From an optimization exercise on the open Yosys and OpenROAD flow, aimed at small area, a short achievable clock period and few clock cycles; shortcuts taken in it are not production practice. Only simulation tests tie the RTL to the original design; equivalence was not proved.

==> flow/design.v <==
module sdiv_sub32 (
    input  logic [31:0] a,
    input  logic [31:0] b,
    input  logic        cin,
    output logic [31:0] diff,
    output logic        ge
);
  logic [32:0] g [0:6];
  logic [32:0] p [0:6];
  logic [31:0] x;
  assign x = a ^ ~b;
  assign g[0][0] = cin;
  assign p[0][0] = 1'b0;
  genvar i, l;
  generate
    for (i = 0; i < 32; i = i + 1) begin : gen_gp
      assign g[0][i+1] = a[i] & ~b[i];
      assign p[0][i+1] = x[i];
    end
    for (l = 0; l < 6; l = l + 1) begin : gen_lvl
      for (i = 0; i < 33; i = i + 1) begin : gen_node
        if (((i >> l) & 1) == 1) begin : gen_op
          localparam integer J = ((i >> l) << l) - 1;
          assign g[l+1][i] = g[l][i] | (p[l][i] & g[l][J]);
          assign p[l+1][i] = p[l][i] & p[l][J];
        end else begin : gen_pass
          assign g[l+1][i] = g[l][i];
          assign p[l+1][i] = p[l][i];
        end
      end
    end
    for (i = 0; i < 32; i = i + 1) begin : gen_sum
      assign diff[i] = x[i] ^ g[6][i];
    end
  endgenerate
  assign ge = g[6][32];
endmodule
module std_sdiv_pipe #(
    parameter WIDTH = 32
) (
    input                           reset,
    input                           clk,
    input                           go,
    input  logic signed [WIDTH-1:0] left,
    input  logic signed [WIDTH-1:0] right,
    output logic signed [WIDTH-1:0] out_quotient,
    output logic signed [WIDTH-1:0] out_remainder,
    output logic                    done
);
  function automatic [5:0] clz32(input [31:0] x);
    logic [15:0] v1; logic [15:0]      c1;
    logic [7:0]  v2; logic [7:0][1:0]  c2;
    logic [3:0]  v4; logic [3:0][2:0]  c4;
    logic [1:0]  v8; logic [1:0][3:0]  c8;
    logic        v16; logic [4:0]      c16;
    integer i;
    begin
      for (i = 0; i < 16; i = i + 1) begin
        v1[i] = x[2*i+1] | x[2*i];
        c1[i] = ~x[2*i+1];
      end
      for (i = 0; i < 8; i = i + 1) begin
        v2[i] = v1[2*i+1] | v1[2*i];
        c2[i] = v1[2*i+1] ? {1'b0, c1[2*i+1]} : {1'b1, c1[2*i]};
      end
      for (i = 0; i < 4; i = i + 1) begin
        v4[i] = v2[2*i+1] | v2[2*i];
        c4[i] = v2[2*i+1] ? {1'b0, c2[2*i+1]} : {1'b1, c2[2*i]};
      end
      for (i = 0; i < 2; i = i + 1) begin
        v8[i] = v4[2*i+1] | v4[2*i];
        c8[i] = v4[2*i+1] ? {1'b0, c4[2*i+1]} : {1'b1, c4[2*i]};
      end
      v16 = v8[1] | v8[0];
      c16 = v8[1] ? {1'b0, c8[1]} : {1'b1, c8[0]};
      clz32 = v16 ? {1'b0, c16} : 6'd32;
    end
  endfunction
  localparam logic [1:0] IDLE = 2'd0, ALIGN = 2'd1, ITER = 2'd2, FIX = 2'd3;
  logic [1:0]  phase;
  logic [31:0] P, D, Q;
  logic [4:0]  cnt;
  logic        last, cin;
  logic        s, ls;
  wire [31:0] abs_l = left[31] ? -left : left;
  wire [31:0] abs_r = right[31] ? -right : right;
  wire        l_nz = |left;
  wire        r_nz = |right;
  wire        sgn = left[31] ^ right[31];
  wire [5:0]  sh = clz32(D) - clz32(P);
  wire [31:0] diff;
  wire        ge;
  sdiv_sub32 u_sub (.a(P), .b(D), .cin(cin), .diff(diff), .ge(ge));
  wire        p_zero = (P == 32'd0);
  wire        skip = sh[5] | (s & ~ge);
  always_ff @(posedge clk) begin
    if (reset) begin
      phase <= IDLE;
      done <= 1'b0;
    end else begin
      done <= 1'b0;
      case (phase)
        IDLE: if (go) begin
          if (l_nz & r_nz) phase <= ALIGN;
          else done <= 1'b1;
        end
        ALIGN: if (!skip) phase <= ITER;
        else if (ls | s) phase <= FIX;
        else begin
          phase <= IDLE;
          done <= 1'b1;
        end
        ITER: if (last) begin
          if (ls | s) phase <= FIX;
          else begin
            phase <= IDLE;
            done <= 1'b1;
          end
        end
        FIX: begin
          phase <= IDLE;
          done <= 1'b1;
        end
      endcase
    end
  end
  always_ff @(posedge clk) begin
    case (phase)
      IDLE: if (go) begin
        P <= r_nz ? abs_l : left;
        D <= abs_r;
        Q <= (l_nz & ~r_nz) ? (sgn ? 32'd1 : 32'hffffffff) : 32'd0;
        s <= sgn;
        ls <= left[31];
        cin <= 1'b1;
      end
      ALIGN: begin
        if (!sh[5]) D <= D << sh[4:0];
        else if (!s) D <= 32'd0;
        if (s & ge) P <= diff;
        Q <= {32{s & ~skip}};
        cnt <= sh[4:0];
        last <= (sh[4:0] == 5'd0);
        cin <= ~(skip & ls);
      end
      ITER: begin
        if (ge) P <= diff;
        Q <= {Q[30:0], ge ^ s};
        if (!last) D <= {1'b0, D[31:1]};
        else if (!s) D <= 32'd0;
        cnt <= cnt - 5'd1;
        last <= (cnt == 5'd1);
        cin <= ~(last & ls);
      end
      FIX: begin
        P <= (s & p_zero) ? 32'd0 : (ls ? ~diff : diff);
      end
    endcase
  end
  assign out_quotient = Q;
  assign out_remainder = P;
endmodule
==> flow/flow/run.sh <==
#!/bin/bash
# The standard layout, with the port buffers made of the platform's
# smallest buffer (sky130_fd_sc_hd__buf_1) instead of the cell buffer_ports
# picks by itself. Every port still gets its own buffer.
set -euo pipefail
export BUFFER_PORTS_ARGS="-buffer_cell sky130_fd_sc_hd__buf_1"
bash standard.sh > standard.log 2>&1
==> flow/standard.sh <==
#!/bin/bash
# synth_recipe.tcl (not shown) runs the flow's synth.tcl, then flattens the netlist and writes it again
# the make line also repeats each setting of config.mk as NAME=value (left out here)
make -C /OpenROAD-flow-scripts/flow DESIGN_CONFIG=/design/flow/config.mk WORK_HOME=/design/flow/orfs CLKGATE_MAP_FILE= SYNTH_SCRIPT=/design/flow/synth_recipe.tcl "${@:-finish}"
==> flow/config.mk <==
export PLATFORM = sky130hd
export DESIGN_NAME = std_sdiv_pipe
export DESIGN_NICKNAME = std_sdiv_pipe
export VERILOG_FILES = /design/flow/design.v
export SDC_FILE = /design/flow/constraint.sdc
export NUM_CORES = 4
export LEC_CHECK = 0
export ABC_AREA = 1
export CAP_MARGIN = 20
export CORE_MARGIN = 2
export CORE_UTILIZATION = 40
export PLACE_DENSITY = 0.6
export SETUP_SLACK_MARGIN = 2.1
export SLEW_MARGIN = 20
==> flow/constraint.sdc <==
create_clock -name core_clock -period 6.0 [get_ports {clk}]
set_input_delay 1.2000 -clock core_clock [delete_from_list [all_inputs] [get_ports {clk}]]
set_output_delay 1.2000 -clock core_clock [all_outputs]
set_load 0.01 [all_outputs]
==> out/metrics.yaml, run 1 <==
die_area_um2: 32400
yosysSeqAreaShare_pct: 26.0
ios: 132
yosysMostFrequentCell: "nand2_1"
cp_num_buf_inv: 3
grt_max_degree: 74
maxCapViolations: 0
numCtsBuffers: 9
core_um2: 30500
vias_per_cell: 5.59
ys_top_cells_by_count: "nand2_1, nand3_1, inv_1, nor2_1, a21oi_1"
rsz0062_at_grt: "yes"
cts_sinks: 108
critPathArrivalTime_ps: 4110
post-place-ws_ps: 1240
synth_top_family_by_area: "simple AND/OR/NAND/NOR gates"
path_cells: "nor2_2 -> nand2_2 -> nor2_4 -> inv_2 -> a21oi_2 -> a2111oi_4 -> nand3_1 -> ha_2 -> inv_2 -> fa_2 -> clkinvlp_4 -> nand3_1 -> nand3_1 -> nand3_1 -> o21ai_1 -> o21ai_0 -> nand3_1 -> a21oi_1"
syn_area_um2: 12400
grt_antenna_before_repair: 0
yosys.area_share.simple_pct: 43.5
dp_hpwl_um: 33900
htreeDepth: 3
cpPeakStageDelay_ps: 690
crit_path_top_delay_cell: "fa_2"
slew-limit-headroom_pct: 30.4
synth_fa_ha_area_share_pct: 5.78
yosysTopAreaCell: "edfxtp_1"
critPathTopFamily: "simple AND/OR/NAND/NOR gates"
drt_iter0_drc: 1495
synth-compound-area-share_pct: 13.5
grt_pass1_vias: 13300
cts_tree: "built"
yosys.area_share.xor_xnor_pct: 1.91
place_inst: 2499
grt_pass1_wl_um: 74000
final-hold-violation-count: 0
drc: 0
finalMaxSlewViolations: 0
worstSkewPairLatency_ps: 380
dr.pass1.iters: 6
die_x_um: 180
ys_ff_latch: 108
synthMuxAreaShare_pct: 0
rows: 64
worstSetupPathType: "flop to flop"
ff2ff_setup_slack_ps: 2120
syn_inst: 2047
grt_overflow: 0
period_needed_ps: 3880
gp_congestion: 0.966
initial_core_util_pct: 40.6
cts_buffer_depth: 2
vias: 14700
io_buffer_count: 131
synth_cell_types: 46
nets: 2353
grt_usage_pct: 28.7
fin_worst_skew_ps: 15.0
worst_slew_pin_slew_ps: 1040
wl_um: 48900
synth_ff_type: "edfxtp_1"
critPathLaunchType: "flop"
crit_path_end_kind: "flop"
critPathRequiredTime_ps: 6230
ys_top_cells_by_area: "edfxtp_1, nand2_1, nand3_1, inv_1, a21oi_1"
syn2layout_area_growth_pct: 20.4
synth_edf_count: 105
wl_per_cell_um: 18.6
path_clk_slew_ps: 100
ant_nets: 0
path_max_fanout: 6
n_antenna_cell: 0
finalSetupViolCount: 0
setup_tns_ps: 0
fp.dieH_um: 180
stdcell_count: 2634
postSynthAreaPerCell_um2: 6.04
fmax_mhz: 257
synth_top_area_share_pct: 25.5
async_flop_share_pct: 0
crit_top_cell: "nand3_1"
holdCritPathClass: "flop to flop"
postCtsHoldBufs: 0
synth_warnings: 4
status: "finished clean"
layout_setup_ws_ps: 2120
drive_gt1_share_pct: 12.8
cts-root-buf: "clkbuf_16"
syn_nets: 2167
finalCritPeriodShare_pct: 64.7
-- area by class of cell --
type	instances	area (um^2)
Fill cell	3218	15600
Multi-Input combinational cell	1652	8420
Sequential cell	108	3210
Timing Repair Buffer	266	1700
Inverter	193	741
Tap cell	396	495
Clock buffer	9	225
Clock inverter	7	91.3
Timing Repair inverter	3	22.5
-- per-layer routing --
layer | global-route usage (%) | part of all wire [%] | vias to the layer above
li1 | - | - | 7169
met1 | 37.5 | 42 | 6783
met2 | 46.8 | 46 | 658
met3 | 5.47 | 8.5 | 118
met4 | 11.3 | 4.1 | 0
met5 | 0 | 0 | -
-- cells in the final DEF, fill, tap and decap left out, types with 6 or more instances in the layout --
cell	Yosys	final
nand2_2	13	28
nor2_4	3	9
edfxtp_1	105	105
a211oi_1	17	17
buf_12	0	9
a21oi_2	0	6
nand3_1	276	254
nor3_1	37	37
o211ai_1	10	10
xor2_1	18	18
ha_1	46	43
clkbuf_16	0	12
o21ai_0	104	91
inv_1	181	175
nand4_1	26	26
buf_1	13	131
nand3_2	1	19
o21ai_1	13	21
a21oi_1	127	120
o21a_1	6	6
xnor2_1	9	8
buf_4	6	117
nor2_1	163	146
nor2_2	11	22
a21o_1	6	6
inv_2	11	14
clkinvlp_4	0	6
nand2_1	719	703
-- flip-flops by register name, indices dropped and copies added (netlist names) --
name	flops
P	32
cnt	5
Q	32
s	1
done	1
last	1
cin	1
phase	2
D	32
ls	1
-- path summary, 6_finish.rpt --
| check | startpoint | endpoint | cells after the start |
|---|---|---|---|
| hold reg to reg | phase[1] | phase[1] | 2 |
| setup / recovery | D[25] | D[14] | 18 |
| setup reg to reg | D[25] | D[14] | 18 |
| hold / removal | phase[1] | phase[1] | 2 |
-- metrics by stage --
step                area (um^2)  util, %  hold slack [ps]
detailed placement        13100     43.0              526
global route              14900     48.8              571
CTS                       13900     45.4              540
global placement          13100     43.0              524
finish                    14900     48.8              544
floorplan                 12400        -              486
-- timing repair --
action	4_1_cts	5_1_grt
resized for setup	23	107
pin swaps	3	29
endpoints found under the setup margin	97	99
gates cloned	3	5
setup buffers	38	72
-- worst min-delay path, stage by stage (launching register included) --
cell and delay [ps]:
dfxtp_1 370, nand2_1 80, a21oi_1 60
-- logic make-up (layout without fill, tap and decap cells) --
| group | after synthesis | in the layout |
|---|---|---|
| AOI/OAI and AO/OA | 303 | 303 |
| xor gates and xnor gates | 27 | 27 |
| DFF | 108 | 108 |
| and+or+nand+nor | 1268 | 1269 |
| buffers and inverters | 288 | 478 |
| adders and majority gates | 53 | 53 |
Testbench counts, summed over its fixed seeds: cycles 12,688.
==> inputs of run 2 (changes only) <==
--- a/flow/config.mk
+++ b/flow/config.mk
@@ -10,5 +10,5 @@
 export CORE_MARGIN = 2
 export CORE_UTILIZATION = 40
 export PLACE_DENSITY = 0.6
-export SETUP_SLACK_MARGIN = 2.1
+export SETUP_SLACK_MARGIN = 1.8
 export SLEW_MARGIN = 20
==> run 2 against run 1 <==
Effect of this change: synthesized area unchanged; final cell count fell by 2.8%; core utilization fell by 3.2 points; critical path depth grew 4; largest cell class unchanged; die area unchanged; count of clock-buffer cells in the layout unchanged; global-route usage fell by 0.84 points; critical endpoint is now D[15]; still clean on timing, DRC and antenna.
==> out/metrics.yaml, run 2 <==
reg2reg_from: "D[29]"
regArea_um2: 3210
finalSetupViolCount: 0
dp_hpwl_um: 33900
multiInputGateArea_um2: 8120
wl_um: 46800
crit_path_end_kind: "flop"
grt_pass1_wl_um: 72300
rsz0062_at_grt: "no"
async_flop_share_pct: 0
die_x_um: 180
drt_iter0_drc: 1400
layout_setup_ws_ps: 1960
fp.dieH_um: 180
fin_worst_skew_ps: 16.8
htreeDepth: 3
crit_path_top_delay_cell: "fa_2"
setup_tns_ps: 0
path_max_fanout: 7
ys_top_cells_by_count: "nand2_1, nand3_1, inv_1, nor2_1, a21oi_1"
syn_nets: 2167
post-place-ws_ps: 1240
startpoint: "D[29]"
critPathArrivalTime_ps: 4180
cts-root-buf: "clkbuf_16"
synth_fa_ha_area_share_pct: 5.78
period_needed_ps: 4040
ff2ff_setup_slack_ps: 1960
synth_edf_count: 105
finalCritPeriodShare_pct: 67.3
syn2layout_area_growth_pct: 12.7
status: "finished clean"
cpPeakStageDelay_ps: 670
grt_pass1_vias: 13100
ios: 132
reg.largest.list: "D x32, P x32, Q x32"
syn_area_um2: 12400
critPathRequiredTime_ps: 6140
ant_nets: 0
yosys.area_share.xor_xnor_pct: 1.91
postCtsHoldBufs: 0
syn_inst: 2047
vias: 14300
cts_sinks: 108
rr_worst_depth: 22
fillers: 3260
worst_slew_pin_slew_ps: 982
synthMuxAreaShare_pct: 0
synth_top_family_by_area: "simple AND/OR/NAND/NOR gates"
holdCritPathClass: "flop to flop"
drive_gt1_share_pct: 6.88
dpl_cell_area_um2: 13100
hold_depth: 2
synth_cell_types: 46
ys_top_cells_by_area: "edfxtp_1, nand2_1, nand3_1, inv_1, a21oi_1"
grt_usage_pct: 27.9
slew-limit-headroom_pct: 34.4
drc: 0
numCtsBuffers: 9
path_cells: "nor2_1 -> nand2_2 -> nor2_4 -> inv_1 -> a21oi_2 -> a2111oi_4 -> nand3_1 -> ha_1 -> inv_1 -> fa_2 -> clkinvlp_4 -> or2_2 -> nand3_1 -> nand2_1 -> nand2_1 -> nand2_1 -> nand2_1 -> nand2_1 -> nand3_1 -> nand2_1 -> nand2_1 -> nand2_1"
yosysTopAreaCell: "edfxtp_1"
path_clk_slew_ps: 100
crit_top_cell: "nand2_1"
postSynthAreaPerCell_um2: 6.04
critPathLaunchType: "flop"
cts_tree: "built"
vias_per_cell: 5.58
synth-compound-area-share_pct: 13.5
mostFrequentLayoutCell: "nand2_1"
final_area_um2: 13900
synth_ff_type: "edfxtp_1"
initial_core_util_pct: 40.6
grt_overflow: 0
ys_ff_latch: 108
synth_top_area_share_pct: 25.5
hold_end: "phase[1]"
grt_max_degree: 74
n_antenna_cell: 0
core_um2: 30500
reg2reg_to: "D[15]"
cts_buffer_depth: 2
synth_warnings: 4
wl_per_cell_um: 18.3
fmax_mhz: 248
worstSetupPathType: "flop to flop"
gp_congestion: 0.966
die_area_um2: 32400
maxCapViolations: 0
rows: 64
yosys.area_share.simple_pct: 43.5
final_cell_mix: "nand2_1, nand3_1, inv_1, nor2_1, buf_1"
nets: 2280
dr.pass1.iters: 5
io_buffer_count: 131
yosysSeqAreaShare_pct: 26.0
finalMaxSlewViolations: 0
yosysMostFrequentCell: "nand2_1"
grt_antenna_before_repair: 0
final-hold-violation-count: 0
worstSkewPairLatency_ps: 380
hp-start: "phase[1]"
==> run 2: worst max-delay path, delay by kind of cell, from the launching register on <==
| kind | cells | cell delay (ps) |
|---|---|---|
| buffers and inverters | 3 | 430 |
| AO/OA/AOI/OAI | 2 | 280 |
| flip-flops | 1 | 560 |
| adder cells (fa/ha/maj) | 2 | 840 |
| AND/OR/NAND/NOR | 15 | 1690 |
==> run 2: final cells by class <==
type / instances / area share, %
multi-input combinational: 1652 / 58.2
sequential: 108 / 23.0
timing repair buffer: 194 / 7.50
inverter: 193 / 5.29
tap: 396 / 3.55
clock buffer: 9 / 1.62
clock inverter: 7 / 0.655
timing repair inverter: 2 / 0.108
==> run 2: per-layer routing <==
| metal | routed length, um | part of all wire (%) | vias to the layer above | GRT usage [%] |
|---|---|---|---|---|
| met5 | 0 | 0 | - | 0 |
| met4 | 1830 | 3.9 | 0 | 11.0 |
| met3 | 3460 | 7.4 | 96 | 4.78 |
| met2 | 21300 | 45 | 613 | 45.5 |
| met1 | 20200 | 43 | 6571 | 36.7 |
| li1 | - | - | 7021 | - |
==> run 2: kinds of logic after synthesis <==
family                   Yosys count
AO/OA/AOI/OAI                    303
XOR/XNOR                          27
adder cells (fa/ha/maj)           53
buffers and inverters            288
flip-flops                       108
AND/OR/NAND/NOR                 1268
==> run 2: per-stage QoR <==
stage	hold slack [ps]	cells	utilization (%)
2_1_floorplan	486	2047	-
3_3_place_gp	524	2499	43.0
3_5_place_dp	526	2499	43.0
4_1_cts	540	2519	44.2
5_1_grt	571	2561	45.7
6_report	539	2561	45.7
==> run 2: worst max-delay path by stage <==
stage	to	slack (ps)	cells past startpoint
after floorplan	P[0]	2190	16
after global placement	D[15]	1260	22
after detailed placement	D[14]	1240	15
after CTS	Q[0]	1770	19
after global routing	D[15]	1760	21
final	D[15]	1960	22
==> run 2: timing repair <==
action	in CTS	in global routing
setup endpoints to repair	34	95
hold endpoints to repair	0	0
resized for setup	5	27
buffers inserted	3	39
pin swaps	0	2
gates cloned	1	2
==> inputs of run 3 (changes only) <==
--- a/flow/config.mk
+++ b/flow/config.mk
@@ -10,5 +10,5 @@
 export CORE_MARGIN = 2
 export CORE_UTILIZATION = 40
 export PLACE_DENSITY = 0.6
-export SETUP_SLACK_MARGIN = 1.8
+export SETUP_SLACK_MARGIN = 2.0
 export SLEW_MARGIN = 20
==> run 3 against run 2 <==
Effect of this change: sequential cell count stayed put; still clean; critical path type unchanged; clock skew is 2.0 ps higher; critical endpoint is now D[17]; via count is 1.6% higher; non-clock buffer count is 49 higher; synthesized cell count stayed put.
==> out/metrics.yaml, run 3 <==
status: "finished clean"
synth_top_area_share_pct: 25.5
worstSkewPairLatency_ps: 390
fin_worst_skew_ps: 18.8
grt_usage_pct: 28.3
holdWs_ps: 545
drc: 0
rsz0062_at_grt: "yes"
async_flop_share_pct: 0
ios: 132
ff2ff_setup_slack_ps: 2120
n_antenna_cell: 0
path_cells: "nor2_1 -> nand2_2 -> nor2_4 -> inv_1 -> a21oi_2 -> a2111oi_2 -> nand3_1 -> ha_2 -> inv_1 -> fa_2 -> clkinvlp_4 -> buf_12 -> nand3_1 -> nand3_1 -> nand2_1 -> nand2_1 -> nand2_1 -> nor2_1 -> o21ai_1 -> nand3_1 -> a21oi_1"
holdCritPathClass: "flop to flop"
worstSetupPathType: "flop to flop"
yosysSeqAreaShare_pct: 26.0
final-hold-violation-count: 0
drive_gt1_share_pct: 10.1
grt_antenna_before_repair: 0
grt_overflow: 0
synth_edf_count: 105
reg.largest.list: "D x32, P x32, Q x32"
rows: 64
synth_warnings: 4
crit_path_end_kind: "flop"
worst_slew_pin_slew_ps: 995
reg2reg_to: "D[17]"
final_cell_mix: "nand2_1, nand3_1, inv_1, nor2_1, buf_1"
initial_core_util_pct: 40.6
dr.pass1.iters: 7
finalMaxSlewViolations: 0
postSynthAreaPerCell_um2: 6.04
ys_top_cells_by_count: "nand2_1, nand3_1, inv_1, nor2_1, a21oi_1"
hp-start: "phase[1]"
synth_cell_types: 46
cts_tree: "built"
syn_inst: 2047
cts_sinks: 108
hold_end: "phase[1]"
maxCapViolations: 0
postCtsHoldBufs: 0
dp_hpwl_um: 33900
reg2reg_from: "D[28]"
period_needed_ps: 3880
slew-limit-headroom_pct: 33.5
rr_worst_depth: 21
fillers: 3251
ys_ff_latch: 108
ys_top_cells_by_area: "edfxtp_1, nand2_1, nand3_1, inv_1, a21oi_1"
synth_ff_type: "edfxtp_1"
cts_buffer_depth: 2
critPathLaunchType: "flop"
syn_nets: 2167
drt_iter0_drc: 1594
htreeDepth: 3
syn2layout_area_growth_pct: 16.6
yosysMostFrequentCell: "nand2_1"
critPathRequiredTime_ps: 6220
ant_nets: 0
die_area_um2: 32400
wl_um: 47800
io_buffer_count: 131
mostFrequentLayoutCell: "nand2_1"
path_max_fanout: 7
critPathArrivalTime_ps: 4100
yosys.area_share.xor_xnor_pct: 1.91
synth-compound-area-share_pct: 13.5
gp_congestion: 0.966
hold_depth: 2
grt_max_degree: 74
cpPeakStageDelay_ps: 680
grt_pass1_vias: 13200
numCtsBuffers: 9
fp.dieH_um: 180
syn_area_um2: 12400
finalSetupViolCount: 0
finalCritPeriodShare_pct: 64.7
cts-root-buf: "clkbuf_16"
synth_top_family_by_area: "simple AND/OR/NAND/NOR gates"
synthMuxAreaShare_pct: 0
synth_fa_ha_area_share_pct: 5.78
yosys.area_share.simple_pct: 43.5
yosysTopAreaCell: "edfxtp_1"
grt_pass1_wl_um: 73200
setup_tns_ps: 0
die_x_um: 180
wl_per_cell_um: 18.3
path_clk_slew_ps: 100
core_um2: 30500
crit_path_top_delay_cell: "fa_2"
vias: 14500
vias_per_cell: 5.57
nets: 2329
fmax_mhz: 258
crit_top_cell: "nand3_1"
## run 3: timing repair
action	CTS	global route
endpoints found under the setup margin	96	99
buffers inserted	18	71
pin swaps	0	17
gates cloned	2	3
gates resized for setup	14	52
## run 3: area by class of cell
cell class,count,area [um^2],share of cell area (%)
Sequential cell,108,3210,22.3
Clock buffer,9,225,1.56
Timing Repair inverter,2,15.0,0.104
Tap cell,396,495,3.43
Clock inverter,7,91.3,0.633
Timing Repair Buffer,243,1450,10.0
Inverter,193,737,5.11
Multi-Input combinational cell,1652,8210,56.9
## run 3: worst max path at each step
stage / from / endpoint / slack (ps) / cells past startpoint
finish: D[28] / D[17] / 2120 / 21
global route: D[10] / D[22] / 1910 / 22
CTS: D[21] / D[14] / 2000 / 18
detailed placement: D[15] / D[14] / 1240 / 15
global placement: D[24] / D[15] / 1260 / 22
floorplan: D[0] / P[0] / 2190 / 16
## run 3: cells by family (layout without fill, tap and decap cells)
family | after synthesis | after routing
xor gates and xnor gates | 27 | 27
adders and majority gates | 53 | 53
AOI/OAI and AO/OA | 303 | 303
DFF | 108 | 108
buffers and inverters | 288 | 454
and+or+nand+nor | 1268 | 1269
## run 3: critical path: cells and delay by family (launching register included)
family | cells | cell delay, ps
buffers and inverters | 4 | 630
flip-flops | 1 | 520
adder cells (fa/ha/maj) | 2 | 860
AO/OA/AOI/OAI | 4 | 660
AND/OR/NAND/NOR | 11 | 1060
## run 3: routing by layer
layer,track usage (%),vias up,wire [um]
li1,-,7118,-
met1,37.1,6659,20300
met5,0,-,0
met4,11.6,0,2030
met2,46.2,645,21600
met3,5.04,114,3910
## run 3: per-stage QoR
step	std cells	setup slack [ps]	util (%)	cell area, um^2
2_1_floorplan	2047	2190	-	12400
3_3_place_gp	2499	1260	43.0	13100
3_5_place_dp	2499	1240	43.0	13100
4_1_cts	2535	2000	44.8	13700
5_1_grt	2610	1910	47.3	14400
6_report	2610	2120	47.3	14400
==> inputs of run 4 (changes only) <==
--- a/flow/config.mk
+++ b/flow/config.mk
@@ -10,5 +10,5 @@
 export CORE_MARGIN = 2
 export CORE_UTILIZATION = 40
 export PLACE_DENSITY = 0.6
-export SETUP_SLACK_MARGIN = 2.0
+export SETUP_SLACK_MARGIN = 1.9
 export SLEW_MARGIN = 20
==> run 4 against run 3 <==
Effect of this change: sequential share of layout area increased by 0.55 points; fmax fell by 1.9%; sequential cell count unchanged; worst hold slack lost 1.3 ps; critical path depth fell by 3; setup slack got worse by 74 ps; first-iteration DRC count decreased by 4.9%; non-clock buffer count decreased by 45; critical endpoint is now D[10].
==> out/metrics.yaml, run 4 <==
mostFrequentLayoutCell: "nand2_1"
drc: 0
synthMuxAreaShare_pct: 0
vias: 14300
die_x_um: 180
yosysTopAreaCell: "edfxtp_1"
syn_area_um2: 12400
crit_path_end_kind: "flop"
core_um2: 30500
ys_ff_latch: 108
grt_pass1_wl_um: 72700
holdWs_ps: 544
path_cells: "nor2_1 -> nand2_2 -> nor2_4 -> inv_1 -> a21oi_2 -> a2111oi_4 -> nand3_1 -> ha_1 -> inv_1 -> fa_2 -> clkinvlp_4 -> nand3_1 -> nand3_1 -> nand3_1 -> o21ai_0 -> o21ai_0 -> nand3_1 -> a21oi_1"
critPathArrivalTime_ps: 4200
worst_slew_pin_slew_ps: 1010
finalCritPeriodShare_pct: 65.9
synth_top_family_by_area: "simple AND/OR/NAND/NOR gates"
final_cell_mix: "nand2_1, nand3_1, inv_1, nor2_1, buf_1"
drive_gt1_share_pct: 7.65
syn2layout_area_growth_pct: 13.8
ys_top_cells_by_area: "edfxtp_1, nand2_1, nand3_1, inv_1, a21oi_1"
setup_tns_ps: 0
status: "finished clean"
final-hold-violation-count: 0
grt_pass1_vias: 13100
cpPeakStageDelay_ps: 650
worstSetupPathType: "flop to flop"
finalSetupViolCount: 0
postCtsHoldBufs: 0
postSynthAreaPerCell_um2: 6.04
wl_per_cell_um: 18.4
nets: 2285
yosysSeqAreaShare_pct: 26.0
die_area_um2: 32400
syn_nets: 2167
path_max_fanout: 7
yosys.area_share.xor_xnor_pct: 1.91
grt_max_degree: 74
holdCritPathClass: "flop to flop"
synth_ff_type: "edfxtp_1"
io_buffer_count: 131
cts_buffer_depth: 2
cts_tree: "built"
synth_edf_count: 105
vias_per_cell: 5.56
dp_hpwl_um: 33900
yosysMostFrequentCell: "nand2_1"
fp.dieH_um: 180
numCtsBuffers: 9
fmax_mhz: 253
ant_nets: 0
htreeDepth: 3
synth_cell_types: 46
period_needed_ps: 3950
ios: 132
worstSkewPairLatency_ps: 390
gp_congestion: 0.966
fin_worst_skew_ps: 15.6
critPathLaunchType: "flop"
finalMaxSlewViolations: 0
syn_inst: 2047
async_flop_share_pct: 0
maxCapViolations: 0
grt_overflow: 0
synth_warnings: 4
rows: 64
synth-compound-area-share_pct: 13.5
crit_top_cell: "nand3_1"
rsz0062_at_grt: "yes"
critPathRequiredTime_ps: 6240
drt_iter0_drc: 1516
cts-root-buf: "clkbuf_16"
initial_core_util_pct: 40.6
ys_top_cells_by_count: "nand2_1, nand3_1, inv_1, nor2_1, a21oi_1"
path_clk_slew_ps: 100
synth_fa_ha_area_share_pct: 5.78
grt_antenna_before_repair: 0
reg.largest.list: "D x32, P x32, Q x32"
dr.pass1.iters: 7
synth_top_area_share_pct: 25.5
yosys.area_share.simple_pct: 43.5
crit_path_top_delay_cell: "fa_2"
cts_sinks: 108
slew-limit-headroom_pct: 32.6
grt_usage_pct: 28.1
n_antenna_cell: 0
wl_um: 47200
## run 4: path summary, 6_finish.rpt
kind / to / start / cells past startpoint / slack, ps
setup / recovery: D[10] / D[29] / 18 / 2050
hold / removal: phase[1] / phase[1] / 2 / 540
setup reg to reg: D[10] / D[29] / 18 / 2050
hold reg to reg: phase[1] / phase[1] / 2 / 540
## run 4: cell families (layout without fill, tap and decap cells)
logic type      after synthesis  count (layout)
simple gates               1268            1269
compound gates              303             303
buf+inv                     288             410
flops                       108             108
fa+ha+maj                    53              53
xor+xnor                     27              27
## run 4: per-stage QoR
step                std cells  setup WS [ps]  cell area [um^2]  util (%)
floorplan                2047           2190             12400         -
global placement         2499           1260             13100      43.0
detailed placement       2499           1240             13100      43.0
CTS                      2522           1890             13600      44.5
global route             2566           1850             14100      46.2
finish                   2566           2050             14100      46.2
## run 4: what timing repair did
action                                  in CTS  in global routing
cloned                                       2                  3
setup buffers                                5                 40
pin swaps                                    0                  4
endpoints found under the hold margin        0                  0
gates resized for setup                     10                 43
endpoints found under the setup margin      96                 98
## run 4: layout make-up
type / instances / area (um^2)
tap: 396 / 495
inverter: 193 / 737
timing repair inverter: 3 / 22.5
timing repair buffer: 198 / 1140
clock inverter: 7 / 91.3
multi-input combinational: 1652 / 8160
clock buffer: 9 / 225
fill: 3253 / 16400
sequential: 108 / 3210
## run 4: critical path, delay by kind of cell (launching register included)
kind | cells | cell delay [ps]
flops | 1 | 560
buf+inv | 3 | 410
fa+ha+maj | 2 | 820
simple gates | 8 | 1060
compound gates | 5 | 960
## run 4: per-layer routing
layer  GRT usage [%]  wire length (um)
met5               0                 0
met3            4.62              3580
met4            10.9              1980
met1            37.1             20200
met2            46.0             21400

==> re-timing with driven ports <==
The results above use ideal ports. As a check the final layouts listed here were re-extracted and re-timed, cells and wires unchanged.
Step 1 assumes that a clkbuf_16 drives the clock port and a buf_2 every other input.
Step 2, shift: input delay + t, output delay - t, t = (earliest + latest rising clock arrival at the registers) / 2. This alone moves slack from input paths to output paths.
Three values: ideal, step 1, step 2; two values: the first two.
run	shift t [ns]	setup WS [ns]	worst data-port slew with drivers (ns)
run 1	0.423	2.116 / 2.116 / 2.116	0.05
run 2	0.428	1.962 / 1.962 / 1.962	0.05
run 3	0.428	2.121 / 2.121 / 2.121	0.05
run 4	0.430	2.046 / 2.046 / 2.046	0.05
After both steps setup and hold are still met in every run listed.
